This design comes from an exercise in tuning for small area and a short achievable clock period on the open sky130 flow, not from production work. Function was checked by simulation only, so behaviour that the tests miss may differ from the original. The clock port is modelled as an ideal driver; clocking choices that lean on that would not hold on a real chip. Power and IR drop assume default switching activity.

[flow/design.v]
`default_nettype none
module sram_controller_pmu_sync (
    input  logic clk,
    input  logic reset_n,
    input  logic pwr_save_req,
    input  logic pwr_restore_req,
    output logic pwr_save_req_sync,
    output logic pwr_restore_req_sync
);
    logic [2:0] save_q;
    logic [2:0] restore_q;
    always_ff @(posedge clk or negedge reset_n) begin
        if (!reset_n) begin
            save_q    <= 3'b000;
            restore_q <= 3'b000;
        end else begin
            save_q    <= {save_q[1:0], pwr_save_req};
            restore_q <= {restore_q[1:0], pwr_restore_req};
        end
    end
    assign pwr_save_req_sync    = save_q[2];
    assign pwr_restore_req_sync = restore_q[2];
endmodule
`default_nettype wire
`default_nettype none
module sram_controller_wakeup_timer (
    input  logic clk,
    input  logic reset_n,
    input  logic enable,
    output logic timer_done
);
    logic [2:0] count;
    always_ff @(posedge clk or negedge reset_n) begin
        if (!reset_n) begin
            count <= 3'd0;
        end else if (enable) begin
            count <= count + 3'd1;
        end else begin
            count <= 3'd0;
        end
    end
    assign timer_done = count[2];
endmodule
`default_nettype wire
`default_nettype none
module sram_controller_fsm (
    input  logic       clk,
    input  logic       reset_n,
    input  logic       pwr_save_req_sync,
    input  logic       pwr_restore_req_sync,
    output logic [1:0] fsm_state,
    output logic       hready
);
    logic [1:0] state;
    logic       timer_done;
    sram_controller_wakeup_timer i_wakeup_timer (
        .clk(clk),
        .reset_n(reset_n),
        .enable(state[1]),
        .timer_done(timer_done)
    );
    always_ff @(posedge clk or negedge reset_n) begin
        if (!reset_n) begin
            state <= 2'b00;
        end else begin
            case (state)
                2'b00:   state <= {1'b0, pwr_save_req_sync};
                2'b01:   state <= pwr_restore_req_sync ? 2'b10 : 2'b01;
                2'b10:   state <= timer_done ? 2'b00 : 2'b10;
                default: state <= 2'b00;
            endcase
        end
    end
    assign fsm_state = state;
    assign hready    = ~(state[1] | state[0]);
endmodule
`default_nettype wire
`default_nettype none
module sram_controller_parity (
    input  logic        clk,
    input  logic        reset_n,
    input  logic [31:0] rdata,
    input  logic        read_enable,
    input  logic        parity_in,
    output logic        parity_error
);
    always_ff @(posedge clk or negedge reset_n) begin
        if (!reset_n) begin
            parity_error <= 1'b0;
        end else begin
            parity_error <= read_enable & ~(^rdata ^ parity_in);
        end
    end
endmodule
`default_nettype wire
`default_nettype none
module sram_controller_parity_storage (
    input  logic       clk,
    input  logic       reset_n,
    input  logic       write_enable,
    input  logic [7:0] addr,
    input  logic       write_parity,
    output logic       read_parity
);
    logic [255:0] bits;
    logic [15:0]  row_sel;
    logic [15:0]  col_sel;
    logic         wdata;
    always_comb begin
        for (int i = 0; i < 16; i++) begin
            row_sel[i] = ~reset_n | (write_enable & (addr[7:4] == i[3:0]));
            col_sel[i] = ~reset_n | (addr[3:0] == i[3:0]);
        end
    end
    assign wdata = write_parity & reset_n;
    always_ff @(posedge clk) begin
        for (int k = 0; k < 256; k++) begin
            if (row_sel[k / 16] & col_sel[k % 16]) begin
                bits[k] <= wdata;
            end
        end
    end
    assign read_parity = bits[addr];
endmodule
`default_nettype wire
`default_nettype none
module sram_controller_ahb_lite (
    input  logic        hclk,
    input  logic        hreset_n,
    input  logic        hsel,
    input  logic [7:0]  haddr,
    input  logic        hwrite,
    input  logic [1:0]  htrans,
    input  logic [2:0]  hsize,
    input  logic [31:0] hwdata,
    output logic [31:0] hrdata,
    output logic        hresp,
    output logic        sram_csb0,
    output logic        sram_web0,
    output logic [7:0]  sram_addr0,
    output logic [31:0] sram_din0,
    output logic [3:0]  sram_wmask0,
    input  logic [31:0] sram_dout0,
    output logic        parity_error
);
    logic valid;
    logic read_enable;
    logic write_enable;
    logic parity_in;
    assign valid        = hsel & htrans[1];
    assign read_enable  = valid & ~hwrite;
    assign write_enable = valid & hwrite;
    assign sram_csb0  = ~valid;
    assign sram_web0  = ~write_enable;
    assign sram_addr0 = haddr;
    assign sram_din0  = hwdata;
    assign hresp      = 1'b0;
    always_comb begin
        case (hsize)
            3'b000:  sram_wmask0 = 4'b0001 << haddr[1:0];
            3'b001:  sram_wmask0 = haddr[1] ? 4'b1100 : 4'b0011;
            default: sram_wmask0 = 4'b1111;
        endcase
    end
    always_ff @(posedge hclk or negedge hreset_n) begin
        if (!hreset_n) begin
            hrdata <= 32'h0;
        end else if (read_enable) begin
            hrdata <= sram_dout0;
        end
    end
    sram_controller_parity_storage i_parity_storage (
        .clk(hclk),
        .reset_n(hreset_n),
        .write_enable(write_enable),
        .addr(haddr),
        .write_parity(~^hwdata),
        .read_parity(parity_in)
    );
    sram_controller_parity i_parity (
        .clk(hclk),
        .reset_n(hreset_n),
        .rdata(sram_dout0),
        .read_enable(read_enable),
        .parity_in(parity_in),
        .parity_error(parity_error)
    );
endmodule
`default_nettype wire
`default_nettype none
module sram_controller (
    input  logic        hclk,
    input  logic        hreset_n,
    input  logic        hsel,
    input  logic [7:0]  haddr,
    input  logic        hwrite,
    input  logic [1:0]  htrans,
    input  logic [2:0]  hsize,
    input  logic [31:0] hwdata,
    output logic [31:0] hrdata,
    output logic        hready,
    output logic        hresp,
    input  logic        pwr_save_req,
    input  logic        pwr_restore_req,
    output logic        sram_csb0,
    output logic        sram_web0,
    output logic [7:0]  sram_addr0,
    output logic [31:0] sram_din0,
    output logic [3:0]  sram_wmask0,
    input  logic [31:0] sram_dout0,
    output logic        parity_error,
    output logic [1:0]  fsm_state
);
    logic pwr_save_req_sync;
    logic pwr_restore_req_sync;
    sram_controller_pmu_sync i_pmu_sync (
        .clk(hclk),
        .reset_n(hreset_n),
        .pwr_save_req(pwr_save_req),
        .pwr_restore_req(pwr_restore_req),
        .pwr_save_req_sync(pwr_save_req_sync),
        .pwr_restore_req_sync(pwr_restore_req_sync)
    );
    sram_controller_fsm i_fsm (
        .clk(hclk),
        .reset_n(hreset_n),
        .pwr_save_req_sync(pwr_save_req_sync),
        .pwr_restore_req_sync(pwr_restore_req_sync),
        .fsm_state(fsm_state),
        .hready(hready)
    );
    sram_controller_ahb_lite i_ahb_lite (
        .hclk(hclk),
        .hreset_n(hreset_n),
        .hsel(hsel),
        .haddr(haddr),
        .hwrite(hwrite),
        .htrans(htrans),
        .hsize(hsize),
        .hwdata(hwdata),
        .hrdata(hrdata),
        .hresp(hresp),
        .sram_csb0(sram_csb0),
        .sram_web0(sram_web0),
        .sram_addr0(sram_addr0),
        .sram_din0(sram_din0),
        .sram_wmask0(sram_wmask0),
        .sram_dout0(sram_dout0),
        .parity_error(parity_error)
    );
endmodule
`default_nettype wire
[flow/flow/run.sh]
#!/bin/bash
# Own layout flow: the standard ORFS flow (standard.sh: unchanged synthesis,
# floorplan, power grid and tap cells, placement, routing), with hooks that
# change how the paths from the input ports are built:
#  - synthesis buffers are removed at floorplan (REMOVE_ABC_BUFFERS) and the
#    ports are buffered with buf_2;
#  - io_fast.tcl (before the placement resizer): each input buffer drives only
#    the pins that lead to an output port; its loads that only reach registers
#    are moved behind a buffer of their own;
#  - tighten.tcl (CTS and global route stages): the stage's timing repair runs
#    against a tighter input delay (the SDC's is restored right after);
#  - the clock tree uses larger sink clusters and no dummy loads.
# The make run's full output goes to standard_flow.log in the work folder;
# ORFS's own per-step logs are under orfs/logs/.
set -euo pipefail
cd "$(dirname "${BASH_SOURCE[0]}")/.."
F=$PWD/flow

export REMOVE_ABC_BUFFERS=1
export BUFFER_PORTS_ARGS="-buffer_cell sky130_fd_sc_hd__buf_2"
export IO_FAST_IN_CELL=sky130_fd_sc_hd__buf_2
export IO_FAST_OUT_CELL=sky130_fd_sc_hd__buf_2
export IO_FAST_ISO_CELL=sky130_fd_sc_hd__buf_4
export IO_FAST_IN_DELAY=${IO_FAST_IN_DELAY:-7.6}
export PRE_RESIZE_TCL=$F/io_fast.tcl
export PRE_CTS_TCL=$F/tighten.tcl
export PRE_GLOBAL_ROUTE_TCL=$F/tighten.tcl
export CTS_ARGS="-sink_clustering_enable -repair_clock_nets -buf_list {sky130_fd_sc_hd__clkbuf_16} -sink_clustering_size 25 -sink_clustering_max_diameter 80 -dont_use_dummy_load"

bash standard.sh > standard_flow.log 2>&1
[flow/flow/io_fast.tcl]
# Port-to-port paths: after buffer_ports, let each input buffer drive only the
# pins that lead combinationally to an output port, and move its other loads
# (those that only reach registers) behind a buffer of their own. Port buffers
# are then sized for speed.

proc io_fast_reaches_output { pin } {
  set paths [find_timing_paths -through $pin -to [all_outputs] -group_path_count 1]
  return [expr { [llength $paths] > 0 }]
}

proc io_fast { } {
  set in_cell  $::env(IO_FAST_IN_CELL)
  set out_cell $::env(IO_FAST_OUT_CELL)
  set iso_cell $::env(IO_FAST_ISO_CELL)
  set clk_port [get_full_name [get_property [lindex [all_clocks] 0] sources]]
  set n_iso 0
  foreach port [get_ports -filter "direction==output"] {
    set net [get_nets [get_full_name $port]]
    set drv [get_pins -of_objects $net -filter "direction==output"]
    if { [llength $drv] != 1 } { continue }
    set inst [get_cells -of_objects $drv]
    if { [string match "*__buf_*" [get_property $inst ref_name]] ||
         [string match "*__clkdlybuf*" [get_property $inst ref_name]] ||
         [string match "*__clkbuf_*" [get_property $inst ref_name]] } {
      replace_cell $inst $out_cell
    }
  }
  foreach port [get_ports -filter "direction==input"] {
    set pname [get_full_name $port]
    if { $pname eq $clk_port } { continue }
    set loads [get_pins -of_objects [get_nets $pname] -filter "direction==input"]
    if { [llength $loads] != 1 } { continue }
    set inbuf [get_cells -of_objects $loads]
    set ref [get_property $inbuf ref_name]
    if { ![string match "*buf*" $ref] } { continue }
    replace_cell $inbuf $in_cell
    set xnet [get_nets -of_objects [get_pins -of_objects $inbuf -filter "direction==output"]]
    set keep {}
    set move {}
    foreach s [get_pins -of_objects $xnet -filter "direction==input"] {
      if { [io_fast_reaches_output $s] } {
        lappend keep $s
      } else {
        lappend move $s
      }
    }
    if { [llength $keep] > 0 && [llength $move] > 1 } {
      insert_buffer -buffer_cell $iso_cell -net $xnet -load_pins $move
      incr n_iso
    }
  }
  puts "io_fast: isolated the register loads of $n_iso input ports"
}

io_fast
[flow/flow/tighten.tcl]
# Wraps ORFS's repair_timing_helper so that the stage's own timing repair runs
# against a tighter input delay (IO_FAST_IN_DELAY, max only, instead of the
# SDC's), which makes the repair speed up every path from an input port, to
# registers and to output ports alike. The SDC's input delay is restored
# right after the repair, so nothing of it is written to the stage's SDC.
proc io_fast_inputs { } {
  set clk_src [get_full_name [get_property [lindex [all_clocks] 0] sources]]
  set ins {}
  foreach p [all_inputs] {
    if { [get_full_name $p] ne $clk_src } { lappend ins $p }
  }
  return $ins
}

if { [info commands io_fast_orig_repair_timing_helper] eq "" } {
  rename repair_timing_helper io_fast_orig_repair_timing_helper
  proc repair_timing_helper { args } {
    set clk [lindex [all_clocks] 0]
    set ins [io_fast_inputs]
    set_input_delay -max $::env(IO_FAST_IN_DELAY) -clock $clk $ins
    io_fast_orig_repair_timing_helper {*}$args
    set_input_delay -max [expr { $::env(FLOW_PERIOD_NS) * 0.2 }] -clock $clk $ins
    report_worst_slack -max
  }
}
[flow/standard.sh]
#!/bin/bash
# synth_recipe.tcl (not shown) runs the flow's synth.tcl, then flattens the netlist and writes it again
# the make line also repeats each setting of config.mk as NAME=value (left out here)
make -C /OpenROAD-flow-scripts/flow DESIGN_CONFIG=/design/flow/config.mk WORK_HOME=/design/flow/orfs CLKGATE_MAP_FILE= SYNTH_SCRIPT=/design/flow/synth_recipe.tcl "${@:-finish}"
[flow/config.mk]
export PLATFORM = sky130hd
export DESIGN_NAME = sram_controller
export DESIGN_NICKNAME = sram_controller
export VERILOG_FILES = /design/flow/design.v
export SDC_FILE = /design/flow/constraint.sdc
export NUM_CORES = 4
export LEC_CHECK = 0
export CAP_MARGIN = 20
export CORE_MARGIN = 2
export CORE_UTILIZATION = 40
export GPL_TIMING_DRIVEN = 0
export PLACE_DENSITY = 0.6
export SLEW_MARGIN = 20
[flow/constraint.sdc]
create_clock -name core_clock -period 10.0 [get_ports {hclk}]
set_input_delay 2.0000 -clock core_clock [delete_from_list [all_inputs] [get_ports {hclk}]]
set_output_delay 2.0000 -clock core_clock [all_outputs]
set_load 0.01 [all_outputs]
==> qor.yml, run 1 <==
synth:
  synth_top_cells_by_count: "277 x nor2_1, 256 x edfxtp_1, 55 x xnor2_1"
  synth_edf_count: 256
  yosysUniqueCellTypes: 43
  yosysWarnings: 6
  yosysSeqAreaShare: 0.633
  syn_inst: 1055
  async_flop_share: 0.147
  netlist_top_cells_area: "edfxtp_1 55%, dfrtp_1 7.9%, nor2_1 7.5%"
  yosysMostFrequentCell: "nor2_1"
  avgSynthCellArea_um2: 13.2
  synth-main-ff-cell: "edfxtp_1"
  synth_area_leader_cell: "edfxtp_1"
  syn_area_um2: 13900
  ys_ff_latch: 300
  synth_top_area_frac: 0.554
setup_path:
  critPathRequiredTime_ps: 8000
  slowest_delay_ps: 150
  worstSetupEndpointType: "primary output"
  cp.arrival_ps: 2500
  slowest_stage: "buf_2"
  cp_max_fo: 5
  critPathTopFamily: "buffers and inverters"
  r2r_slack_ps: 7630
  critPathBufInv: 3
  path_class: "in -> out"
  cp-start-kind: "input pin"
  crit_chain: "buf_12 > clkinvlp_4 > o21ai_2 > buf_2"
placement:
  portBuffers: 163
  dpl.cell_count: 1585
  hpwl_um: 20500
  gp_congestion: 0.787
  dp_worst_setup_slack_ps: 4810
floorplanning:
  coreArea_um2: 34400
  floorplan.initialDensity: 0.404
  ios: 166
  fp.dieW_um: 190
  die_h_um: 190
  die-area_um2: 36200
  num_rows: 68
power_and_ir_drop:
  p_sw_uw: 989
  sequentialPowerShare: 0.568
  power.internal_mw: 2.65
  total_leakage_power_nw: 5.62
  swShare: 0.272
  pwr_density_cell_nw_per_um2: 230
  combPwrFrac: 0.251
  p_clk_frac: 0.181
  ir_worst_vdd_mv: 0.144
grt:
  antenna_found_initial: 0
  track_usage: 0.176
  gr-total-overflow: 0
  grt_max_degree: 46
  grt_pass1_wl_um: 48900
  grt_pass1_vias: 8537
route:
  wl_um: 31900
  drc: 0
  drt_iter0_markers: 739
  vias: 8618
  first_pass_iters: 5
  post_drt_via_cell_ratio: 5.37
  antenna_left: 0
  wl_per_cell_um: 19.8
hold_path:
  hold_class: "reg -> reg"
sta:
  hold_viol: 0
  worst_slack_ps: 5500
  fmax_mhz: 222
  tightestPinTransition_ps: 1110
  post-route-period-util: 0.450
  setup_viol: 0
  slew_headroom: 0.261
  post-route-min-period_ps: 4500
  rsz0062_at_grt: "true"
  slew_viol_final: 0
  finClkSkew_ps: 40.2
clock_network:
  cts-buffers-inserted: 16
  cts_tree: "done"
  cts.clk_slew.worst_paths_ps: 90
  clock_latency_ps: 520
  cts_sinks: 300
outcome:
  status: "finished clean"
finish:
  n_antenna_cell: 0
  nets: 1237
  area_growth_pct: 14.1
  layout.cells.non_filler: 1606
  final_util: 0.461
  drive_above_1_share: 0.287
run:
  max_cap_violations: 0
-- what timing repair did --
item	in CTS	in global routing
endpoints found under the setup margin	242	5
resized for setup	22	3
hold buffers	0	0
pin swaps	2	2
setup buffers	1	2
cloned	1	0
-- stage by stage --
step	total power [mW]	area [µm²]	setup TNS (ps)	hold slack, ps
floorplan	2.64	13200	-5660	331
global placement	2.71	14600	-1435340	332
detailed placement	3.02	15300	0	338
CTS	3.68	15800	0	359
global route	3.82	15800	0	364
finish	3.64	15800	0	356
-- registers in the layout, indices dropped and copies added (netlist names) --
register,cells
i_ahb_lite.hrdata,32
i_ahb_lite.i_parity.parity_error,1
i_ahb_lite.i_parity_storage.bits,256
i_fsm.i_wakeup_timer.count,3
i_fsm.state,2
i_pmu_sync.restore_q,3
i_pmu_sync.save_q,3
-- logic make-up after synthesis --
group / share of synthesized area
buffers and inverters: 0.0496
AND/OR/NAND/NOR: 0.114
XOR/XNOR: 0.0397
multiplexers: 0.131
AO/OA/AOI/OAI: 0.0317
other: 0.000270
flip-flops: 0.633
adder cells (fa/ha/maj): 0.000901
-- power groups by stage --
| stage | clock network (mW) | registers (mW) | logic [mW] |
|---|---|---|---|
| after global placement | 0 | 2.06 | 0.650 |
| after CTS | 0.682 | 2.07 | 0.922 |
| after detailed placement | 0 | 2.10 | 0.914 |
| after global routing | 0.720 | 2.11 | 0.995 |
| final | 0.658 | 2.07 | 0.914 |
| after floorplan | 0 | 2.18 | 0.462 |
-- placed cells by master, fill, tap and decap left out, types with 11 or more instances in the layout --
cell type and instances:
nand3_1 19, buf_4 11, mux2_2 33, nand2_1 39, nand4_1 22, mux2i_1 39, edfxtp_1 256, dfrtp_1 44
clkbuf_16 16, mux4_2 42, buf_2 159, nor2_1 273, xnor2_1 55
-- worst register-to-register path: stages, from the launching register on --
cell      delay [ps]
edfxtp_1         380
mux4_2           470
mux4_2           490
nor2b_1          150
a211oi_1         270
o211ai_1         240
a31o_1           270
-- layer usage --
metal	track usage	vias up	part of all wire
li1	-	3922	-
met1	0.230	4397	0.41
met2	0.313	257	0.52
met3	0.0195	42	0.050
met4	0.0441	0	0.021
met5	0	-	0
-- final timing paths --
check                                                startpoint                                to  cells past startpoint
hold reg to reg                            i_pmu_sync.save_q[0]              i_pmu_sync.save_q[1]                      0
setup / recovery                                       haddr[1]                    sram_wmask0[3]                      4
max in group asynchronous                              hreset_n             i_ahb_lite.hrdata[25]                      1
setup reg to reg           i_ahb_lite.i_parity_storage.bits[84]  i_ahb_lite.i_parity.parity_error                      6
hold / removal                             i_pmu_sync.save_q[0]              i_pmu_sync.save_q[1]                      0
min in group asynchronous                              hreset_n             i_ahb_lite.hrdata[12]                      1
-- area by class of cell, clock buffers not listed --
cell class,count,area [µm²]
Fill cell,3118,18500
Multi-Input combinational cell,635,4690
Tap cell,455,569
Inverter,4,18.8
Sequential cell,300,8790
Timing Repair Buffer,196,1370
==> inputs of run 2 (changes only) <==
--- a/flow/flow/run.sh
+++ b/flow/flow/run.sh
@@ -3,7 +3,7 @@
 # floorplan, power grid and tap cells, placement, routing), with hooks that
 # change how the paths from the input ports are built:
 #  - synthesis buffers are removed at floorplan (REMOVE_ABC_BUFFERS) and the
-#    ports are buffered with buf_2;
+#    ports are buffered with buf_1;
 #  - io_fast.tcl (before the placement resizer): each input buffer drives only
 #    the pins that lead to an output port; its loads that only reach registers
 #    are moved behind a buffer of their own;
@@ -17,14 +17,14 @@
 F=$PWD/flow
 
 export REMOVE_ABC_BUFFERS=1
-export BUFFER_PORTS_ARGS="-buffer_cell sky130_fd_sc_hd__buf_2"
-export IO_FAST_IN_CELL=sky130_fd_sc_hd__buf_2
-export IO_FAST_OUT_CELL=sky130_fd_sc_hd__buf_2
+export BUFFER_PORTS_ARGS="-buffer_cell sky130_fd_sc_hd__buf_1"
+export IO_FAST_IN_CELL=sky130_fd_sc_hd__buf_1
+export IO_FAST_OUT_CELL=sky130_fd_sc_hd__buf_1
 export IO_FAST_ISO_CELL=sky130_fd_sc_hd__buf_4
 export IO_FAST_IN_DELAY=${IO_FAST_IN_DELAY:-7.6}
 export PRE_RESIZE_TCL=$F/io_fast.tcl
 export PRE_CTS_TCL=$F/tighten.tcl
 export PRE_GLOBAL_ROUTE_TCL=$F/tighten.tcl
-export CTS_ARGS="-sink_clustering_enable -repair_clock_nets -buf_list {sky130_fd_sc_hd__clkbuf_16} -sink_clustering_size 25 -sink_clustering_max_diameter 80 -dont_use_dummy_load"
+export CTS_ARGS="-sink_clustering_enable -repair_clock_nets -buf_list {sky130_fd_sc_hd__clkbuf_8} -sink_clustering_size 16 -sink_clustering_max_diameter 50 -dont_use_dummy_load"
 
 bash standard.sh > standard_flow.log 2>&1
==> run 2 against run 1 <==
Against the previous run: maximum frequency fell by 0.90%; synthesized area did not move; clock power fell by 6.2%; total power fell by 2.1%; sequential cell count did not move; sequential power barely moved; clock skew fell by 15 ps; critical path depth did not move; wire length fell by 0.82%; die area did not move; largest power group unchanged.
==> qor.yml, run 2 <==
outcome:
  status: "finished clean"
run:
  max_cap_violations: 0  # unchanged
sta:
  slew_viol_final: 0  # unchanged
  tightestPinTransition_ps: 1120  # +11.5 ps
  finClkSkew_ps: 24.8  # -15.4 ps
  hold_viol: 0  # unchanged
  worst_slack_ps: 5460  # -40.7 ps
  slew_headroom: 0.255  # -0.00618
  post-route-min-period_ps: 4540  # +40.7 ps
  rsz0062_at_grt: "true"
  timing.setup.tns_ps: 0  # unchanged
  fmax_mhz: 220  # -0.90%
  post-route-period-util: 0.454  # +0.00407
  setup_viol: 0  # unchanged
floorplanning:
  ios: 166  # unchanged
  die-area_um2: 36200  # unchanged
  floorplan.initialDensity: 0.404  # unchanged
  fp.dieW_um: 190  # unchanged
  coreArea_um2: 34400  # unchanged
  num_rows: 68  # unchanged
  die_h_um: 190  # unchanged
finish:
  area_growth_pct: 12.5
  largest_reg_flops: 256  # unchanged
  nets: 1257  # +1.6%
  nFillCells: 3146  # +0.90%
  regMostFlops: "i_ahb_lite.i_parity_storage.bits"
  n_antenna_cell: 0  # unchanged
  drive_above_1_share: 0.173  # -0.114
  final_common_cell: "nor2_1"
  layout_common_cells: "271 x nor2_1, 256 x edfxtp_1, 150 x buf_1"
  reg_top3: "i_ahb_lite.i_parity_storage.bits (256), i_ahb_lite.hrdata (32)"
power_and_ir_drop:
  swShare: 0.278  # +0.00667
  ir_worst_vdd_mv: 0.137  # -5.2%
  power.internal_mw: 2.57  # -3.0%
  sequentialPowerShare: 0.582  # +0.014
  p_clk_frac: 0.173  # -0.008
  combPwrFrac: 0.245  # -0.006
  total_leakage_power_nw: 5.21  # -7.2%
  pwr_density_cell_nw_per_um2: 228  # -0.74%
  p_sw_uw: 992  # +0.30%
grt:
  grt_max_degree: 45  # -2.2%
  antenna_found_initial: 0  # unchanged
  gr-total-overflow: 0  # unchanged
  grt_pass1_wl_um: 48800  # -0.30%
  grt_pass1_vias: 8665  # +1.5%
  track_usage: 0.174  # -0.00171
clock_network:
  cts_sinks: 300  # unchanged
  cts.clk_slew.worst_paths_ps: 90  # about the same
  cts_tree: "done"
  cts-buffers-inserted: 27  # +11
  clock_latency_ps: 570  # +50 ps
hold_path:
  hold_class: "reg -> reg"
placement:
  dp_worst_setup_slack_ps: 4620  # -192 ps
  gp_congestion: 0.793  # +0.75%
  hpwl_um: 20300  # -1.0%
  portBuffers: 163  # unchanged
setup_path:
  path_class: "in -> out"
  crit_end: "sram_wmask0[2]"
  cp_max_fo: 5  # unchanged
  critPathBufInv: 3  # unchanged
  reg2reg_to: "i_ahb_lite.i_parity.parity_error"
  worstSetupEndpointType: "primary output"
  rr_startpoint: "i_ahb_lite.i_parity_storage.bits[84]"
  critPathRequiredTime_ps: 8000  # about the same
  cp_num_cells: 4  # unchanged
  r2r_slack_ps: 7600  # -30 ps
  slowest_delay_ps: 150  # about the same
  crit_chain: "buf_12 > clkinvlp_4 > o21ai_1 > buf_2"
  cp-start-kind: "input pin"
  cp.arrival_ps: 2540  # +40 ps
  slowest_stage: "o21ai_1"
  crit_start: "haddr[1]"
  reg2regPathDepth: 7  # +1
  critPathTopFamily: "buffers and inverters"
synth:
  async_flop_share: 0.147  # unchanged
  yosysSeqAreaShare: 0.633  # unchanged
  netlist_top_cells_area: "edfxtp_1 55%, dfrtp_1 7.9%, nor2_1 7.5%"
  ys_ff_latch: 300  # unchanged
  syn_area_um2: 13900  # unchanged
  synth-main-ff-cell: "edfxtp_1"
  synth_area_leader_cell: "edfxtp_1"
  yosysUniqueCellTypes: 43  # unchanged
  yosysWarnings: 6  # unchanged
  syn_inst: 1055  # unchanged
  synth_top_cells_by_count: "277 x nor2_1, 256 x edfxtp_1, 55 x xnor2_1"
  synth_edf_count: 256  # unchanged
  avgSynthCellArea_um2: 13.2  # unchanged
  yosysMostFrequentCell: "nor2_1"
  synth_top_area_frac: 0.554  # unchanged
route:
  wl_um: 31600  # -0.82%
  first_pass_iters: 5  # unchanged
  post_drt_via_cell_ratio: 5.30  # -1.3%
  wl_per_cell_um: 19.4  # -2.0%
  drc: 0  # unchanged
  antenna_left: 0  # unchanged
  drt_iter0_markers: 605  # -18%
  vias: 8616  # -0.023%
## run 2: cell counts after synthesis
No cell type changed its count.
## run 2: cells by family (layout without fill, tap and decap cells)
logic type,Yosys count,count (layout),share of synthesized area
AOI/OAI and AO/OA,69,69,0.0317
xor gates and xnor gates,63,63,0.0397
adders and majority gates,1,1,0.000901
buffers and inverters,120,236,0.0496
DFF,300,300,0.633
muxes,118,118,0.131
other,1,1,0.000270
and+or+nand+nor,383,383,0.114
## run 2: worst min-delay path by stage
stage	startpoint	to	slack (ps)	cells past startpoint
after global placement	i_pmu_sync.save_q[0]	i_pmu_sync.save_q[1]	330	0
final	i_pmu_sync.restore_q[1]	i_pmu_sync.restore_q[2]	350	0
after CTS	i_pmu_sync.restore_q[1]	i_pmu_sync.restore_q[2]	360	0
after detailed placement	i_pmu_sync.save_q[0]	i_pmu_sync.save_q[1]	340	0
after floorplan	i_pmu_sync.restore_q[0]	i_pmu_sync.restore_q[1]	330	0
after global routing	i_pmu_sync.restore_q[1]	i_pmu_sync.restore_q[2]	370	0
## run 2: repair_timing
item,4_1_cts,5_1_grt
cloned,1,0
pin swaps,4,2
gates resized for setup,30,6
hold buffers,0,0
setup endpoints to repair,8,13
setup buffers,14,1
## run 2: power by group through the flow
stage	clock network (mW)	registers (mW)	logic, mW
floorplan	0	2.18	0.462
global placement	0	2.07	0.648
detailed placement	0	2.11	0.872
CTS	0.639	2.08	0.885
global route	0.674	2.11	0.956
finish	0.617	2.07	0.873
## run 2: final cells by class, clock buffers not listed
type                            count  area [µm²]  area share
Sequential cell                   300        8790       0.563
Inverter                            4        18.8     0.00120
Timing Repair Buffer              205        1190      0.0763
Multi-Input combinational cell    635        4680       0.300
Tap cell                          455         569      0.0364
## run 2: per-layer routing
layer	vias up	routed length, µm	share of wire	global-route usage
met5	-	0	0	0
met4	0	725	0.023	0.0480
met3	60	1380	0.044	0.0171
met2	256	16300	0.51	0.309
met1	4349	13200	0.42	0.228
li1	3951	-	-	-
## run 2: per-stage QoR
step	cells	total power [mW]	util	hold WS [ps]	area (µm²)
after floorplan	939	2.64	-	331	13200
after global placement	1557	2.72	0.419	333	14400
after detailed placement	1583	2.98	0.436	336	15000
after CTS	1625	3.60	0.453	355	15600
after global routing	1626	3.74	0.454	367	15600
final	1626	3.57	0.454	354	15600
==> inputs of run 3 (changes only) <==
--- a/flow/flow/run.sh
+++ b/flow/flow/run.sh
@@ -21,7 +21,7 @@
 export IO_FAST_IN_CELL=sky130_fd_sc_hd__buf_1
 export IO_FAST_OUT_CELL=sky130_fd_sc_hd__buf_1
 export IO_FAST_ISO_CELL=sky130_fd_sc_hd__buf_4
-export IO_FAST_IN_DELAY=${IO_FAST_IN_DELAY:-7.6}
+export IO_FAST_IN_DELAY=${IO_FAST_IN_DELAY:-7.85}
 export PRE_RESIZE_TCL=$F/io_fast.tcl
 export PRE_CTS_TCL=$F/tighten.tcl
 export PRE_GLOBAL_ROUTE_TCL=$F/tighten.tcl
==> run 3 against run 2 <==
Against the previous run: still clean; combinational power is 9.6% higher; synthesized area did not move; sequential power hardly changed; maximum frequency is 0.68% lower; register-to-register slack is essentially flat; critical path type unchanged; critical endpoint unchanged; highest routed layer unchanged.
==> qor.yml, run 3 <==
run:
  max_cap_violations: 0  # unchanged
hold_path:
  hold_path_depth: 0  # unchanged
  hold_class: "reg -> reg"
synth:
  yosysWarnings: 6  # unchanged
  synth_edf_count: 256  # unchanged
  async_flop_share: 0.147  # unchanged
  syn_area_um2: 13900  # unchanged
  avgSynthCellArea_um2: 13.2  # unchanged
  synth-main-ff-cell: "edfxtp_1"
  yosysUniqueCellTypes: 43  # unchanged
  synth_area_leader_cell: "edfxtp_1"
  yosysMostFrequentCell: "nor2_1"
  syn_inst: 1055  # unchanged
  synth_top_area_frac: 0.554  # unchanged
  ys_ff_latch: 300  # unchanged
  yosysSeqAreaShare: 0.633  # unchanged
  netlist_top_cells_area: "edfxtp_1 55%, dfrtp_1 7.9%, nor2_1 7.5%"
  synth_top_cells_by_count: "277 x nor2_1, 256 x edfxtp_1, 55 x xnor2_1"
finish:
  final_common_cell: "nor2_1"
  layout_common_cells: "260 x nor2_1, 256 x edfxtp_1, 82 x buf_4"
  regMostFlops: "i_ahb_lite.i_parity_storage.bits"
  area_growth_pct: 21.6
  largest_reg_flops: 256  # unchanged
  nets: 1326  # +5.5%
  reg_top3: "i_ahb_lite.i_parity_storage.bits (256), i_ahb_lite.hrdata (32)"
  n_antenna_cell: 0  # unchanged
  drive_above_1_share: 0.290  # +0.118
route:
  vias: 9051  # +5.0%
  antenna_left: 0  # unchanged
  wl_per_cell_um: 20.3  # +4.7%
  drt_iter0_markers: 642  # +6.1%
  first_pass_iters: 5  # unchanged
  wl_um: 34500  # +9.1%
  drc: 0  # unchanged
  post_drt_via_cell_ratio: 5.34  # +0.77%
placement:
  portBuffers: 163  # unchanged
  gp_congestion: 0.793  # unchanged
  hpwl_um: 20300  # unchanged
  dp_worst_setup_slack_ps: 4620  # unchanged
setup_path:
  critPathRequiredTime_ps: 8000  # about the same
  crit_chain: "buf_12 > clkinvlp_4 > o21ai_2 > buf_2"
  worstSetupEndpointType: "primary output"
  reg2regPathDepth: 7  # unchanged
  path_class: "in -> out"
  cp-start-kind: "input pin"
  slowest_stage: "o21ai_2"
  critPathBufInv: 3  # unchanged
  cp_num_cells: 4  # unchanged
  critPathTopFamily: "buffers and inverters"
  slowest_delay_ps: 160  # about the same
  cp.arrival_ps: 2570  # +30 ps
  cp_max_fo: 5  # unchanged
sta:
  hold_viol: 0  # unchanged
  setup_viol: 0  # unchanged
  slew_headroom: 0.188  # -0.0667
  post-route-min-period_ps: 4570  # +31.3 ps
  slew_viol_final: 0  # unchanged
  finClkSkew_ps: 24.8  # -0.0558 ps
  whs_ps: 353  # -1.08 ps
  post-route-period-util: 0.457  # +0.00313
  rsz0062_at_grt: "true"
  fmax_mhz: 219  # -0.68%
  worst_slack_ps: 5430  # -31.3 ps
  tightestPinTransition_ps: 1220  # +100 ps
clock_network:
  holdBufCountCts: 0  # unchanged
  cts_sinks: 300  # unchanged
  cts.clk_slew.worst_paths_ps: 100  # about the same
  cts_tree: "done"
  cts-buffers-inserted: 27  # unchanged
  clock_latency_ps: 570  # about the same
grt:
  gr-total-overflow: 0  # unchanged
  antenna_found_initial: 0  # unchanged
  track_usage: 0.181  # +0.00680
  grt_pass1_vias: 9024  # +4.1%
  grt_max_degree: 45  # unchanged
  grt_pass1_wl_um: 50800  # +4.2%
floorplanning:
  die-area_um2: 36200  # unchanged
  floorplan.initialDensity: 0.404  # unchanged
  coreArea_um2: 34400  # unchanged
  ios: 166  # unchanged
  die_h_um: 190  # unchanged
  fp.dieW_um: 190  # unchanged
  num_rows: 68  # unchanged
power_and_ir_drop:
  pwr_density_cell_nw_per_um2: 216  # -5.2%
  ir_worst_vdd_mv: 0.153  # +12%
  fin_total_pwr_mw: 3.65  # +2.5%
  total_leakage_power_nw: 5.94  # +14%
outcome:
  status: "finished clean"
-- run 3: path summary, 6_finish.rpt --
check | slack, ps | start | end
max | 5430 | haddr[1] | sram_wmask0[2]
min | 350 | i_pmu_sync.restore_q[1] | i_pmu_sync.restore_q[2]
max reg2reg | 7610 | i_ahb_lite.i_parity_storage.bits[149] | i_ahb_lite.i_parity.parity_error
min reg2reg | 350 | i_pmu_sync.restore_q[1] | i_pmu_sync.restore_q[2]
max in group asynchronous | 8080 | hreset_n | i_ahb_lite.hrdata[5]
min in group asynchronous | 1400 | hreset_n | i_ahb_lite.hrdata[9]
-- run 3: worst reg2reg max path, cell delays in order, from the launching register on --
cell      delay [ps]
edfxtp_1         360
mux4_1           510
mux4_2           520
nor2b_4          150
a211oi_2         260
o211ai_1         220
a21oi_1          210
a31o_1           120
-- run 3: kinds of logic (layout without fill, tap and decap cells) --
kind of cell | after synthesis | in the layout | share of synthesized area
multiplexers | 118 | 118 | 0.131
flip-flops | 300 | 300 | 0.633
other | 1 | 1 | 0.000270
AND/OR/NAND/NOR | 383 | 384 | 0.114
XOR/XNOR | 63 | 63 | 0.0397
adder cells (fa/ha/maj) | 1 | 1 | 0.000901
buffers and inverters | 120 | 303 | 0.0496
AO/OA/AOI/OAI | 69 | 70 | 0.0317
-- run 3: per-stage QoR --
stage / utilization / setup TNS, ps / instance area [µm²] / std cells
3_5_place_dp: 0.436 / 0 / 15000 / 1583
5_1_grt: 0.491 / 0 / 16900 / 1695
6_report: 0.491 / 0 / 16900 / 1695
4_1_cts: 0.476 / 0 / 16300 / 1666
3_3_place_gp: 0.419 / -1991810 / 14400 / 1557
2_1_floorplan: - / -5660 / 13200 / 939
-- run 3: report_power, final --
group	switching (mW)	internal (mW)	total [mW]
Combinational	0.550	0.407	0.957
Clock	0.381	0.240	0.621
Sequential	0.0940	1.98	2.08
-- run 3: area by class of cell, clock buffers not listed --
| class | instances | area [µm²] |
|---|---|---|
| well taps | 455 | 569 |
| repair buffers | 272 | 2360 |
| inverters | 4 | 18.8 |
| fillers | 2996 | 17500 |
| flip-flops and latches | 300 | 8790 |
| multi-input cells | 637 | 4770 |
-- run 3: layer usage --
| metal | GRT usage | share of wire | vias up |
|---|---|---|---|
| met1 | 0.235 | 0.40 | 4597 |
| met4 | 0.0489 | 0.025 | 0 |
| li1 | - | - | 4091 |
| met5 | 0 | 0 | - |
| met3 | 0.0223 | 0.053 | 65 |
| met2 | 0.321 | 0.52 | 298 |
-- run 3: repair_timing --
action | in CTS | in global routing
pin swaps | 5 | 14
endpoints found under the setup margin | 56 | 143
cloned | 1 | 4
setup buffers | 55 | 26
gates resized for setup | 172 | 80
==> inputs of run 4 (changes only) <==
--- a/flow/design.v
+++ b/flow/design.v
@@ -105,18 +105,20 @@
     logic [255:0] bits;
     logic [15:0]  row_sel;
     logic [15:0]  col_sel;
-    logic         wdata;
     always_comb begin
         for (int i = 0; i < 16; i++) begin
-            row_sel[i] = ~reset_n | (write_enable & (addr[7:4] == i[3:0]));
-            col_sel[i] = ~reset_n | (addr[3:0] == i[3:0]);
-        end
-    end
-    assign wdata = write_parity & reset_n;
-    always_ff @(posedge clk) begin
-        for (int k = 0; k < 256; k++) begin
-            if (row_sel[k / 16] & col_sel[k % 16]) begin
-                bits[k] <= wdata;
+            row_sel[i] = write_enable & (addr[7:4] == i[3:0]);
+            col_sel[i] = (addr[3:0] == i[3:0]);
+        end
+    end
+    always_ff @(posedge clk or negedge reset_n) begin
+        if (!reset_n) begin
+            bits <= 256'b0;
+        end else begin
+            for (int k = 0; k < 256; k++) begin
+                if (row_sel[k / 16] & col_sel[k % 16]) begin
+                    bits[k] <= write_parity;
+                end
             end
         end
     end
==> flow/flow/run.sh (replaced) <==
#!/bin/bash
# Own layout flow: the standard ORFS flow (standard.sh: unchanged synthesis,
# floorplan, power grid and tap cells, placement, routing), with hooks that
# change how the paths from the input ports are built:
#  - synthesis buffers are removed at floorplan (REMOVE_ABC_BUFFERS) and the
#    ports are buffered with buf_2;
#  - io_fast.tcl (before the placement resizer): each input buffer drives only
#    the pins that lead to an output port; its loads that only reach registers
#    are moved behind a buffer of their own;
#  - tighten.tcl (CTS and global route stages): the stage's timing repair runs
#    against a tighter input delay (the SDC's is restored right after);
#  - the clock tree uses larger sink clusters and no dummy loads.
# The make run's full output goes to standard_flow.log in the work folder;
# ORFS's own per-step logs are under orfs/logs/.
set -euo pipefail
cd "$(dirname "${BASH_SOURCE[0]}")/.."
F=$PWD/flow

export REMOVE_ABC_BUFFERS=1
export BUFFER_PORTS_ARGS="-buffer_cell sky130_fd_sc_hd__buf_2"
export IO_FAST_IN_CELL=sky130_fd_sc_hd__buf_2
export IO_FAST_OUT_CELL=sky130_fd_sc_hd__buf_2
export IO_FAST_ISO_CELL=sky130_fd_sc_hd__buf_4
export IO_FAST_IN_DELAY=${IO_FAST_IN_DELAY:-7.6}
export PRE_RESIZE_TCL=$F/io_fast.tcl
export PRE_CTS_TCL=$F/tighten.tcl
export PRE_GLOBAL_ROUTE_TCL=$F/tighten.tcl
export CTS_ARGS="-sink_clustering_enable -repair_clock_nets -buf_list {sky130_fd_sc_hd__clkbuf_16} -sink_clustering_size 25 -sink_clustering_max_diameter 80 -dont_use_dummy_load"

bash standard.sh > standard_flow.log 2>&1
==> run 4 against run 3 <==
Against the previous run: via count rose by 25%; synthesized area rose by 8.4%; critical path depth did not move; clock skew fell by 4.5 ps; synthesized cell count rose by 42%; wire length rose by 9.6%; still clean on timing, DRC and antenna; sequential share of layout area fell by 7.2 points; global-route usage rose by 1.4 points; largest power group unchanged; register-to-register slack improved by 70 ps; combinational power rose by 19%.
==> qor.yml, run 4 <==
outcome:
  status: "finished clean"
synth:
  syn_area_um2: 15100  # +8.4%
  netlist_top_cells_area: "dfrtp_1 50%, o21ai_0 8.8%, nand2_1 7.9%"
  syn_inst: 1500  # +42%
  synth-main-ff-cell: "dfrtp_1"
  ys_ff_latch: 300  # unchanged
  yosysMostFrequentCell: "nand2_1"
  async_flop_share: 1.00  # +0.853
  avgSynthCellArea_um2: 10.0  # -24%
  yosysUniqueCellTypes: 37  # -14%
  synth_top_cells_by_count: "317 x nand2_1, 300 x dfrtp_1, 265 x o21ai_0"
  synth_top_area_frac: 0.499  # -0.0549
  synth_area_leader_cell: "dfrtp_1"
  synth_edf_count: 0  # -100%
  yosysSeqAreaShare: 0.499  # -0.134
  yosysWarnings: 6  # unchanged
sta:
  slew_viol_final: 0  # unchanged
  setup_viol: 0  # unchanged
  finClkSkew_ps: 20.3  # -4.48 ps
  fmax_mhz: 220  # +0.61%
  rsz0062_at_grt: "true"
  hold_viol: 0  # unchanged
  post-route-min-period_ps: 4540  # -27.5 ps
  worst_slack_ps: 5460  # +27.5 ps
  post-route-period-util: 0.454  # -0.00275
  slew_headroom: 0.267  # +0.0790
  tightestPinTransition_ps: 1100  # -123 ps
clock_network:
  cts_tree: "done"
  cts-buffers-inserted: 16  # -41%
  cts_sinks: 300  # unchanged
  cts.clk_slew.worst_paths_ps: 70  # -30 ps
  holdBufCountCts: 0  # unchanged
  clock_latency_ps: 520  # -50 ps
finish:
  drive_above_1_share: 0.205  # -0.0849
  nets: 1649  # +24%
  regMostFlops: "i_ahb_lite.i_parity_storage.bits"
  area_growth_pct: 11.2
  reg_top3: "i_ahb_lite.i_parity_storage.bits (256), i_ahb_lite.hrdata (32)"
  final_common_cell: "nand2_1"
  largest_reg_flops: 256  # unchanged
  layout_common_cells: "317 x nand2_1, 300 x dfrtp_1, 262 x o21ai_0"
route:
  vias: 11313  # +25%
  wl_per_cell_um: 18.2  # -10%
  first_pass_iters: 5  # unchanged
  drc: 0  # unchanged
  antenna_left: 0  # unchanged
  drt_iter0_markers: 791  # +23%
  wl_um: 37800  # +9.6%
  post_drt_via_cell_ratio: 5.45  # +2.1%
grt:
  track_usage: 0.194  # +0.0135
  antenna_found_initial: 1  # +1
  gr-total-overflow: 0  # unchanged
  grt_max_degree: 78  # +73%
  grt_pass1_vias: 10846  # +20%
  grt_pass1_wl_um: 60300  # +19%
power_and_ir_drop:
  fin_total_pwr_mw: 3.16  # -14%
  pwr_density_cell_nw_per_um2: 189  # -13%
  ir_worst_vdd_mv: 0.130  # -15%
  total_leakage_power_nw: 7.03  # +18%
floorplanning:
  floorplan.initialDensity: 0.402  # -0.00151
  ios: 166  # unchanged
  num_rows: 71  # +4.4%
  die-area_um2: 39200  # +8.2%
  fp.dieW_um: 198  # +4.0%
  coreArea_um2: 37400  # +8.8%
  die_h_um: 198  # +4.0%
placement:
  dp_worst_setup_slack_ps: 4760  # +146 ps
  portBuffers: 163  # unchanged
  hpwl_um: 25200  # +24%
  gp_congestion: 0.811  # +2.3%
run:
  max_cap_violations: 0  # unchanged
setup_path:
  path_class: "in -> out"
  slowest_stage: "buf_2"
  crit_start: "haddr[0]"
  cp-start-kind: "input pin"
  worstSetupEndpointType: "primary output"
  critPathBufInv: 2  # -1
  critPathRequiredTime_ps: 8000  # about the same
  slowest_delay_ps: 150  # about the same
  r2r_slack_ps: 7680  # +70 ps
  cp.arrival_ps: 2540  # -30 ps
  crit_chain: "buf_12 > nor2b_1 > o21ai_0 > buf_2"
  cp_max_fo: 4  # -1
  critPathTopFamily: "buffers and inverters"
  rr_startpoint: "i_ahb_lite.i_parity_storage.bits[215]"
hold_path:
  holdCritStartpoint: "i_pmu_sync.save_q[1]"
  hold_class: "reg -> reg"
run 4: final cells by class, clock buffers not listed:
| cell class | instances | area (µm²) |
|---|---|---|
| Sequential cell | 300 | 7510 |
| Tap cell | 511 | 639 |
| Antenna cell | 1 | 2.50 |
| Timing Repair Buffer | 203 | 1390 |
| Fill cell | 3540 | 20700 |
| Inverter | 3 | 15.0 |
| Multi-Input combinational cell | 1041 | 6780 |
run 4: through the flow:
step	cells	hold WS [ps]	TNS, ps	cell area [µm²]	util
6_report	2075	352	0	16700	0.447
2_1_floorplan	1344	331	-448420	14200	-
3_5_place_dp	2054	337	0	16200	0.433
5_1_grt	2074	370	0	16700	0.447
4_1_cts	2072	355	0	16700	0.446
3_3_place_gp	2018	334	-2070910	15700	0.419
run 4: metal layers:
| layer | up-vias | routed length [µm] | track usage |
|---|---|---|---|
| met5 | - | 0 | 0 |
| li1 | 5423 | - | - |
| met3 | 41 | 2350 | 0.0238 |
| met4 | 0 | 543 | 0.0354 |
| met1 | 5460 | 17300 | 0.274 |
| met2 | 389 | 17600 | 0.326 |
run 4: worst paths after layout:
check | depth (start not counted) | end
setup / recovery | 4 | sram_wmask0[0]
hold / removal | 0 | i_pmu_sync.save_q[2]
setup reg to reg | 6 | i_ahb_lite.i_parity.parity_error
hold reg to reg | 0 | i_pmu_sync.save_q[2]
max in group asynchronous | 4 | i_ahb_lite.i_parity_storage.bits[124]
min in group asynchronous | 1 | i_ahb_lite.i_parity_storage.bits[129]
run 4: cells by family after synthesis:
group | after synthesis | synth area share
AND/OR/NAND/NOR | 436 | 0.120
buffers and inverters | 159 | 0.0574
flip-flops | 300 | 0.499
multiplexers | 118 | 0.119
XOR/XNOR | 63 | 0.0367
AO/OA/AOI/OAI | 422 | 0.166
other | 1 | 0.000249
adder cells (fa/ha/maj) | 1 | 0.000831
run 4: power breakdown:
group,switching (mW),internal (mW),leakage (nW)
clock,0.385,0.288,0.197
combinational,0.735,0.408,2.74
sequential,0.0442,1.30,4.09
total,1.16,2.00,7.03
run 4: timing repair:
item	CTS	global route
pin swaps	2	3
resized for setup	17	3
cloned	1	0
buffers inserted	1	2
endpoints found under the setup margin	8	6
==> inputs of run 5 (changes only) <==
--- a/flow/design.v
+++ b/flow/design.v
@@ -105,20 +105,18 @@
     logic [255:0] bits;
     logic [15:0]  row_sel;
     logic [15:0]  col_sel;
+    logic         wdata;
     always_comb begin
         for (int i = 0; i < 16; i++) begin
-            row_sel[i] = write_enable & (addr[7:4] == i[3:0]);
-            col_sel[i] = (addr[3:0] == i[3:0]);
-        end
-    end
-    always_ff @(posedge clk or negedge reset_n) begin
-        if (!reset_n) begin
-            bits <= 256'b0;
-        end else begin
-            for (int k = 0; k < 256; k++) begin
-                if (row_sel[k / 16] & col_sel[k % 16]) begin
-                    bits[k] <= write_parity;
-                end
+            row_sel[i] = ~reset_n | (write_enable & (addr[7:4] == i[3:0]));
+            col_sel[i] = ~reset_n | (addr[3:0] == i[3:0]);
+        end
+    end
+    assign wdata = write_parity & reset_n;
+    always_ff @(posedge clk) begin
+        for (int k = 0; k < 256; k++) begin
+            if (row_sel[k / 16] & col_sel[k % 16]) begin
+                bits[k] <= wdata;
             end
         end
     end
==> flow/flow/run.sh (replaced) <==
#!/bin/bash
# Own layout flow: the standard ORFS flow (standard.sh: unchanged synthesis,
# floorplan, power grid and tap cells, placement, routing), with hooks that
# change how the port-to-port paths are built:
#  - io_fast.tcl (before the placement resizer): port buffers get fixed cells,
#    and each input buffer drives only the pins that lead to an output port;
#    its loads that only reach registers are moved behind a buffer of their own;
#  - post_cts.tcl: sizes up cells towards a larger setup margin, no buffering;
#  - the clock tree uses larger sink clusters and no dummy loads.
# The make run's full output goes to standard_flow.log in the work folder;
# ORFS's own per-step logs are under orfs/logs/.
set -euo pipefail
cd "$(dirname "${BASH_SOURCE[0]}")/.."
F=$PWD/flow

export IO_FAST_IN_CELL=sky130_fd_sc_hd__buf_2
export IO_FAST_OUT_CELL=sky130_fd_sc_hd__buf_4
export IO_FAST_ISO_CELL=sky130_fd_sc_hd__buf_4
export IO_FAST_SETUP_MARGIN=5.85
export PRE_RESIZE_TCL=$F/io_fast.tcl
export POST_CTS_TCL=$F/post_cts.tcl
export CTS_ARGS="-sink_clustering_enable -repair_clock_nets -buf_list {sky130_fd_sc_hd__clkbuf_16} -sink_clustering_size 25 -sink_clustering_max_diameter 80 -dont_use_dummy_load"

bash standard.sh > standard_flow.log 2>&1
==> flow/flow/post_cts.tcl (new file) <==
# After clock tree synthesis: size up the cells on the port-to-port paths
# (no new buffers) towards a larger setup margin, then legalise.
log_cmd repair_timing -setup -setup_margin $::env(IO_FAST_SETUP_MARGIN) \
  -sequence "sizeup,swap" -skip_buffering -skip_gate_cloning -skip_last_gasp \
  -skip_pin_swap -verbose
detailed_placement
check_placement -verbose
report_worst_slack -max
removed: flow/flow/tighten.tcl
==> run 5 against run 4 <==
Against the previous run: still clean on timing, DRC and antenna; hold slack better by 0.95 ps; wire length is 7.4% lower; combinational power down 16%; register-to-register slack worse by 180 ps; clock skew increased by 6.3 ps; total power increased by 18%; synthesized cell count fell by 30%.
==> qor.yml, run 5 <==
outcome:
  status: "finished clean"
sta:
  post-route-period-util: 0.530  # +0.0758
  setup_viol: 0  # unchanged
  post-route-min-period_ps: 5300  # +758 ps
  worst_slack_ps: 4700  # -758 ps
  tightestPinTransition_ps: 1150  # +58.5 ps
  finClkSkew_ps: 26.6  # +6.29 ps
  rsz0062_at_grt: "false"
  slew_headroom: 0.227  # -0.0399
  slew_viol_final: 0  # unchanged
  hold_viol: 0  # unchanged
  fmax_mhz: 189  # -14%
setup_path:
  worstSetupEndpointType: "primary output"
  cp_max_fo: 10  # +6
  path_class: "in -> out"
  r2r_slack_ps: 7500  # -180 ps
  critPathRequiredTime_ps: 8000  # about the same
  rr_startpoint: "i_ahb_lite.i_parity_storage.bits[214]"
  cp-start-kind: "input pin"
  reg2reg_to: "i_ahb_lite.i_parity.parity_error"
  cp.arrival_ps: 3300  # +760 ps
  reg2regPathDepth: 7  # +1
finish:
  layout.cells.non_filler: 1698  # -18%
  final_common_cell: "nor2_1"
  regMostFlops: "i_ahb_lite.i_parity_storage.bits"
  area_growth_pct: 21.2
  reg_top3: "i_ahb_lite.i_parity_storage.bits (256), i_ahb_lite.hrdata (32)"
  drive_above_1_share: 0.294  # +0.0883
  largest_reg_flops: 256  # unchanged
  n_antenna_cell: 0  # -1
  final_util: 0.490  # +0.0423
  layout_common_cells: "276 x nor2_1, 256 x edfxtp_1, 112 x buf_6"
  nets: 1329  # -19%
  nFillCells: 3129  # -12%
floorplanning:
  floorplan.initialDensity: 0.404  # +0.00151
  coreArea_um2: 34400  # -8.1%
  ios: 166  # unchanged
  fp.dieW_um: 190  # -3.9%
  num_rows: 68  # -4.2%
  die-area_um2: 36200  # -7.6%
  die_h_um: 190  # -3.9%
synth:
  synth_mux_area_frac: 0.131  # +0.0111
  synthSimpleGateAreaFrac: 0.114  # -0.00619
  yosysSeqAreaShare: 0.633  # +0.134
  syn_inst: 1055  # -30%
  synth_area_leader_cell: "edfxtp_1"
  synth_top_area_frac: 0.554  # +0.0549
  synth_top_family_by_area: "multiplexers"
  synth-main-ff-cell: "edfxtp_1"
  yosysUniqueCellTypes: 43  # +16%
  synth_top_cells_by_count: "277 x nor2_1, 256 x edfxtp_1, 55 x xnor2_1"
  netlist_top_cells_area: "edfxtp_1 55%, dfrtp_1 7.9%, nor2_1 7.5%"
  avgSynthCellArea_um2: 13.2  # +31%
  yosysMostFrequentCell: "nor2_1"
  yosysWarnings: 6  # unchanged
  async_flop_share: 0.147  # -0.853
  synth_edf_count: 256  # +256
  ys_ff_latch: 300  # unchanged
  synth-xor-area-share: 0.0397  # +0.00308
  synth_compound_area_frac: 0.0317  # -0.134
  synth_fa_ha_area_frac: 0.000901  # +0.0000698
  syn_area_um2: 13900  # -7.7%
placement:
  dp_worst_setup_slack_ps: 4180  # -584 ps
  hpwl_um: 24400  # -3.2%
  gp_congestion: 0.833  # +2.7%
  portBuffers: 160  # -1.8%
  dpl.cell_count: 1681  # -18%
route:
  antenna_left: 0  # unchanged
  wl_um: 35000  # -7.4%
  drc: 0  # unchanged
  first_pass_iters: 5  # unchanged
  vias: 8895  # -21%
  post_drt_via_cell_ratio: 5.24  # -3.9%
  wl_per_cell_um: 20.6  # +13%
  drt_iter0_markers: 720  # -9.0%
hold_path:
  hold_class: "reg -> reg"
  holdCritStartpoint: "i_pmu_sync.save_q[1]"
  worst_hold_path.endpoint: "i_pmu_sync.save_q[2]"
  hold_path_depth: 0  # unchanged
grt:
  grt_max_degree: 46  # -41%
  track_usage: 0.194  # -0.000767
  met1_usage: 0.254  # -0.0208
  grt_pass1_vias: 8993  # -17%
  busiest_layer: "met2"
  antenna_found_initial: 0  # -1
  met3_usage: 0.0289  # +0.00505
  grt_pass1_wl_um: 52700  # -13%
  gr-total-overflow: 0  # unchanged
  met2_usage: 0.333  # +0.00709
run:
  max_cap_violations: 0  # unchanged
power_and_ir_drop:
  fin_total_pwr_mw: 3.72  # +18%
  pwr_density_cell_nw_per_um2: 221  # +17%
  ir_worst_vdd_mv: 0.117  # -9.6%
  total_leakage_power_nw: 6.10  # -13%
clock_network:
  clock_latency_ps: 510  # about the same
  cts.clk_slew.worst_paths_ps: 80  # about the same
  cts_sinks: 300  # unchanged
  cts_tree: "done"
-- run 5: cell types whose count changed after synthesis, sizes merged, moves of 7 or more --
cell    previous run  this run
o21ai            265        10
nand2            317        39
buf               77        69
dfrtp            300        44
a21oi              5        23
a31oi              0         9
nor3               9         2
nor2              32       277
clkbuf            79        47
edfxtp             0       256
o31ai            129         1
-- run 5: through the flow --
stage          cell area [µm²]  hold slack [ps]  setup TNS, ps
2_1_floorplan            13900              331              0
3_3_place_gp             16100              332        -592750
3_5_place_dp             15600              336              0
5_1_grt                  16800              367              0
6_report                 16800              353              0
-- run 5: per-layer routing --
layer  part of all wire  vias to the layer above  wire length [µm]
met3              0.064                       62              2250
met1               0.40                     4464             14100
met2               0.50                      271             17600
met5                  0                        -                 0
li1                   -                     4098                 -
met4              0.031                        0              1070
-- run 5: cells by family after synthesis --
kind of cell	count (synthesis)
adder cells (fa/ha/maj)	1
flip-flops	300
XOR/XNOR	63
AO/OA/AOI/OAI	69
buffers and inverters	120
AND/OR/NAND/NOR	383
other	1
multiplexers	118
-- run 5: critical path: stages --
cell,delay [ps]
buf_12,110
buf_12,150
buf_16,170
buf_12,160
buf_12,160
buf_8,140
nor2_1,160
o21ai_1,80
buf_4,150
-- run 5: cell type report, clock buffers not listed --
| type | instances | area, µm² | share of cell area |
|---|---|---|---|
| Buffer | 116 | 891 | 0.0529 |
| Inverter | 4 | 15.0 | 0.000892 |
| Multi-Input combinational cell | 635 | 4520 | 0.269 |
| Sequential cell | 300 | 8790 | 0.522 |
| Tap cell | 455 | 569 | 0.0338 |
| Timing Repair Buffer | 171 | 1620 | 0.0960 |
-- run 5: report_power, final --
part | internal [mW] | switching [mW]
registers | 1.98 | 0.0916
logic | 0.410 | 0.543
clock network | 0.305 | 0.387
-- run 5: worst max-delay path by stage --
stage	start	end	depth (start not counted)
after global placement	hreset_n	i_ahb_lite.i_parity_storage.bits[162]	4
after global routing	haddr[0]	sram_wmask0[3]	9
after floorplan	hwdata[31]	i_ahb_lite.i_parity_storage.bits[0]	6
after detailed placement	haddr[1]	sram_wmask0[0]	6
final	haddr[0]	sram_wmask0[3]	9
==> inputs of run 6 (changes only) <==
==> flow/flow/run.sh (replaced) <==
#!/bin/bash
# Own layout flow: the standard ORFS flow (standard.sh: unchanged synthesis,
# floorplan, power grid and tap cells, placement, routing), with hooks that
# change how the port-to-port paths are built:
#  - synthesis buffers are removed at floorplan (REMOVE_ABC_BUFFERS) and the
#    ports are buffered with buf_2;
#  - io_fast.tcl (before the placement resizer): each input buffer drives only
#    the pins that lead to an output port; its loads that only reach registers
#    are moved behind a buffer of their own;
#  - post_cts.tcl: one extra timing repair of the paths to the outputs against
#    a tighter output delay (the SDC's is restored right after);
#  - the clock tree uses larger sink clusters and no dummy loads.
# The make run's full output goes to standard_flow.log in the work folder;
# ORFS's own per-step logs are under orfs/logs/.
set -euo pipefail
cd "$(dirname "${BASH_SOURCE[0]}")/.."
F=$PWD/flow

export REMOVE_ABC_BUFFERS=1
export BUFFER_PORTS_ARGS="-buffer_cell sky130_fd_sc_hd__buf_2"
export IO_FAST_IN_CELL=sky130_fd_sc_hd__buf_2
export IO_FAST_OUT_CELL=sky130_fd_sc_hd__buf_2
export IO_FAST_ISO_CELL=sky130_fd_sc_hd__buf_4
export IO_FAST_OUT_DELAY=7.6
export PRE_RESIZE_TCL=$F/io_fast.tcl
export POST_CTS_TCL=$F/post_cts.tcl
export CTS_ARGS="-sink_clustering_enable -repair_clock_nets -buf_list {sky130_fd_sc_hd__clkbuf_16} -sink_clustering_size 25 -sink_clustering_max_diameter 80 -dont_use_dummy_load"

bash standard.sh > standard_flow.log 2>&1
==> flow/flow/post_cts.tcl (replaced) <==
# After clock tree synthesis: repair the paths to the output ports against a
# tighter output delay (IO_FAST_OUT_DELAY instead of the SDC's), so that the
# port-to-port paths are made fast, then restore the SDC's output delay and
# legalise. Only this repair sees the tighter delay; nothing of it is written.
set io_clk [lindex [all_clocks] 0]
set io_sdc_out [expr {$::env(FLOW_PERIOD_NS) * 0.2}]
set_output_delay $::env(IO_FAST_OUT_DELAY) -clock $io_clk [all_outputs]
log_cmd repair_timing -setup -setup_margin 0 -skip_last_gasp -verbose
set_output_delay $io_sdc_out -clock $io_clk [all_outputs]
detailed_placement
check_placement -verbose
estimate_parasitics -placement
report_worst_slack -max
report_checks -to [all_outputs] -group_path_count 5 -format end
==> run 6 against run 5 <==
Against the previous run: utilization down 3.1 points; sequential power about the same; total power down 2.2%; critical path type is now in -> reg; largest cell class unchanged; largest power group unchanged.
==> qor.yml, run 6 <==
grt:
  grt_pass1_vias: 8523  # -5.2%
  grt_max_degree: 67  # +46%
  antenna_found_initial: 0  # unchanged
  grt_pass1_wl_um: 48700  # -7.6%
  track_usage: 0.175  # -0.0188
  gr-total-overflow: 0  # unchanged
floorplanning:
  die_h_um: 190  # unchanged
  ios: 166  # unchanged
  coreArea_um2: 34400  # unchanged
  fp.dieW_um: 190  # unchanged
  num_rows: 68  # unchanged
  die-area_um2: 36200  # unchanged
  floorplan.initialDensity: 0.404  # unchanged
placement:
  place_area_um2: 15300  # -2.4%
  gp_congestion: 0.787  # -5.5%
  hpwl_um: 20500  # -16%
  dpl.cell_count: 1585  # -5.7%
  portBuffers: 163  # +1.9%
power_and_ir_drop:
  ir_worst_vdd_mv: 0.143  # +22%
  pwr_density_cell_nw_per_um2: 231  # +4.4%
  fin_total_pwr_mw: 3.64  # -2.2%
  total_leakage_power_nw: 5.58  # -8.6%
sta:
  slew_viol_final: 0  # unchanged
  timing.setup.tns_ps: 0  # unchanged
  rsz0062_at_grt: "false"
  whs_ps: 356  # +3.18 ps
  post-route-min-period_ps: 4690  # -608 ps
  finClkSkew_ps: 35.5  # +8.89 ps
  post-route-period-util: 0.469  # -0.0608
  fmax_mhz: 213  # +13%
  hold_viol: 0  # unchanged
  setup_viol: 0  # unchanged
  slew_headroom: 0.248  # +0.0213
  tightestPinTransition_ps: 1130  # -28.9 ps
setup_path:
  crit_chain: "buf_12 > buf_4 > buf_4 > and2_1 > nand2_1 > nand3_1 > a41oi_1 > o21ai_0 > o211ai_1 > a21oi_1 > a31o_1"
  path_class: "in -> reg"
  cp.arrival_ps: 5120  # +1820 ps
  path_common_cell: "buf_4"
  cp-start-kind: "input pin"
  worstSetupEndpointType: "flop"
  slowest_stage: "and2_1"
  slowest_delay_ps: 870  # +700 ps
  cp_max_fo: 38  # +28
  critPathRequiredTime_ps: 10420  # +2420 ps
synth:
  yosysWarnings: 6  # unchanged
  syn_area_um2: 13900  # unchanged
  synth_edf_count: 256  # unchanged
  synth-xor-area-share: 0.0397  # unchanged
  synthSimpleGateAreaFrac: 0.114  # unchanged
  yosysMostFrequentCell: "nor2_1"
  netlist_top_cells_area: "edfxtp_1 55%, dfrtp_1 7.9%, nor2_1 7.5%"
  synth-main-ff-cell: "edfxtp_1"
  synth_compound_area_frac: 0.0317  # unchanged
  yosysSeqAreaShare: 0.633  # unchanged
  synth_mux_area_frac: 0.131  # unchanged
  async_flop_share: 0.147  # unchanged
  synth_fa_ha_area_frac: 0.000901  # unchanged
  synth_top_area_frac: 0.554  # unchanged
  synth_top_family_by_area: "multiplexers"
  syn_inst: 1055  # unchanged
  avgSynthCellArea_um2: 13.2  # unchanged
  ys_ff_latch: 300  # unchanged
  synth_top_cells_by_count: "277 x nor2_1, 256 x edfxtp_1, 55 x xnor2_1"
  yosysUniqueCellTypes: 43  # unchanged
  synth_area_leader_cell: "edfxtp_1"
route:
  post_drt_via_cell_ratio: 5.37  # +2.6%
  antenna_left: 0  # unchanged
  first_pass_iters: 5  # unchanged
  wl_per_cell_um: 19.8  # -4.2%
  drc: 0  # unchanged
  vias: 8617  # -3.1%
  wl_um: 31700  # -9.5%
  drt_iter0_markers: 703  # -2.4%
finish:
  nFillCells: 3125  # -0.13%
  largest_reg_flops: 256  # unchanged
  final_common_cell: "nor2_1"
  n_antenna_cell: 0  # unchanged
  multi_input_area_um2: 4680  # +3.5%
  layout_common_cells: "273 x nor2_1, 256 x edfxtp_1, 159 x buf_2"
  layout.cells.non_filler: 1604  # -5.5%
  drive_above_1_share: 0.284  # -0.00992
  final_cell_area_um2: 15800  # -6.3%
  regMostFlops: "i_ahb_lite.i_parity_storage.bits"
  reg_top3: "i_ahb_lite.i_parity_storage.bits (256), i_ahb_lite.hrdata (32)"
  area_growth_pct: 13.5
  regArea_um2: 8790  # unchanged
  nets: 1235  # -7.1%
clock_network:
  cts_tree: "done"
  cts_sinks: 300  # unchanged
  clock_latency_ps: 510  # about the same
  cts.clk_slew.worst_paths_ps: 90  # about the same
hold_path:
  hold_class: "reg -> reg"
run:
  max_cap_violations: 0  # unchanged
outcome:
  status: "finished clean"
run 6: per-layer routing:
layer / share of wire / track usage / wire (µm)
met1: 0.41 / 0.229 / 13100
met5: 0 / 0 / 0
met3: 0.053 / 0.0201 / 1670
met4: 0.024 / 0.0477 / 773
met2: 0.51 / 0.309 / 16200
run 6: logic make-up (layout without fill, tap and decap cells):
group / count (synthesis) / in the layout
flip-flops: 300 / 300
AND/OR/NAND/NOR: 383 / 383
adder cells (fa/ha/maj): 1 / 1
XOR/XNOR: 63 / 63
multiplexers: 118 / 118
buffers and inverters: 120 / 214
other: 1 / 1
AO/OA/AOI/OAI: 69 / 69
run 6: report_power, final:
| group | total, mW | switching, mW | leakage, nW | internal [mW] |
|---|---|---|---|---|
| clock network | 0.658 | 0.370 | 0.197 | 0.288 |
| registers | 2.07 | 0.0895 | 2.78 | 1.98 |
| logic | 0.908 | 0.526 | 2.60 | 0.382 |
| total | 3.64 | 0.986 | 5.58 | 2.65 |
run 6: area by class of cell, clock buffers not listed:
class,count,share of cell area
inverter,4,0.00127
multi-input combinational,635,0.297
sequential,300,0.558
tap,455,0.0361
timing repair buffer,194,0.0828
run 6: worst max-delay path, delay by kind of cell:
| family | cells | cell delay (ps) |
|---|---|---|
| AOI/OAI and AO/OA | 5 | 1140 |
| and+or+nand+nor | 3 | 1170 |
| buffers and inverters | 3 | 760 |
run 6: final timing paths:
path                                                            from                          endpoint  slack [ps]  cells past startpoint
worst max-delay path                                        haddr[1]  i_ahb_lite.i_parity.parity_error        5310                     11
worst min-delay path                            i_pmu_sync.save_q[0]              i_pmu_sync.save_q[1]         360                      0
worst max register to register  i_ahb_lite.i_parity_storage.bits[84]  i_ahb_lite.i_parity.parity_error        7630                      6
worst min register to register                  i_pmu_sync.save_q[0]              i_pmu_sync.save_q[1]         360                      0
max in group asynchronous                                   hreset_n             i_ahb_lite.hrdata[25]        8070                      1
min in group asynchronous                                   hreset_n             i_ahb_lite.hrdata[12]        1500                      1
run 6: per-stage QoR:
stage / worst slack (ps) / util
floorplan: -22.1 / -
global placement: -5620 / 0.425
detailed placement: 4810 / 0.444
global route: 5170 / 0.459
finish: 5310 / 0.459

## what the ideal ports hide
How much do the figures lean on ideal ports? The routed layouts below were timed once more, with nothing changed but the port constraints. Step 1 (the two cells are an assumption about what drives the block):
set clk [get_ports {hclk}]
set_driving_cell -lib_cell sky130_fd_sc_hd__clkbuf_16 $clk
set_driving_cell -lib_cell sky130_fd_sc_hd__buf_2 [delete_from_list [all_inputs] $clk]
Step 2 moves the port delays by t, midway between the first and last clock arrival at a register: inputs arrive t later, outputs are due t later. That takes back most of the time a late clock gives input paths. Three values: ideal ports, drivers, drivers and shift; two values: the first two.
run	t (ns)	setup slack, ns	worst hold slack (ns)	clock arrival spread, ns
run 1	0.547	5.503 / 5.440 / 5.136	0.356 / 0.356 / 0.356	0.051 / 0.051
run 2	0.604	5.462 / 5.393 / 5.079	0.354 / 0.354 / 0.354	0.038 / 0.038
run 3	0.606	5.431 / 5.361 / 4.993	0.353 / 0.353 / 0.353	0.044 / 0.044
run 4	0.551	5.459 / 5.405 / 5.125	0.352 / 0.352 / 0.352	0.033 / 0.033
run 5	0.547	4.700 / 4.621 / 4.621	0.353 / 0.353 / 0.353	0.038 / 0.037
run 6	0.545	5.309 / 5.300 / 4.755	0.356 / 0.356 / 0.356	0.049 / 0.048
After both steps setup and hold are still met in every run listed. For run 6, which loses most, drivers alone change the setup slack by -0.009 ns; drivers and shift together by -0.554 ns.
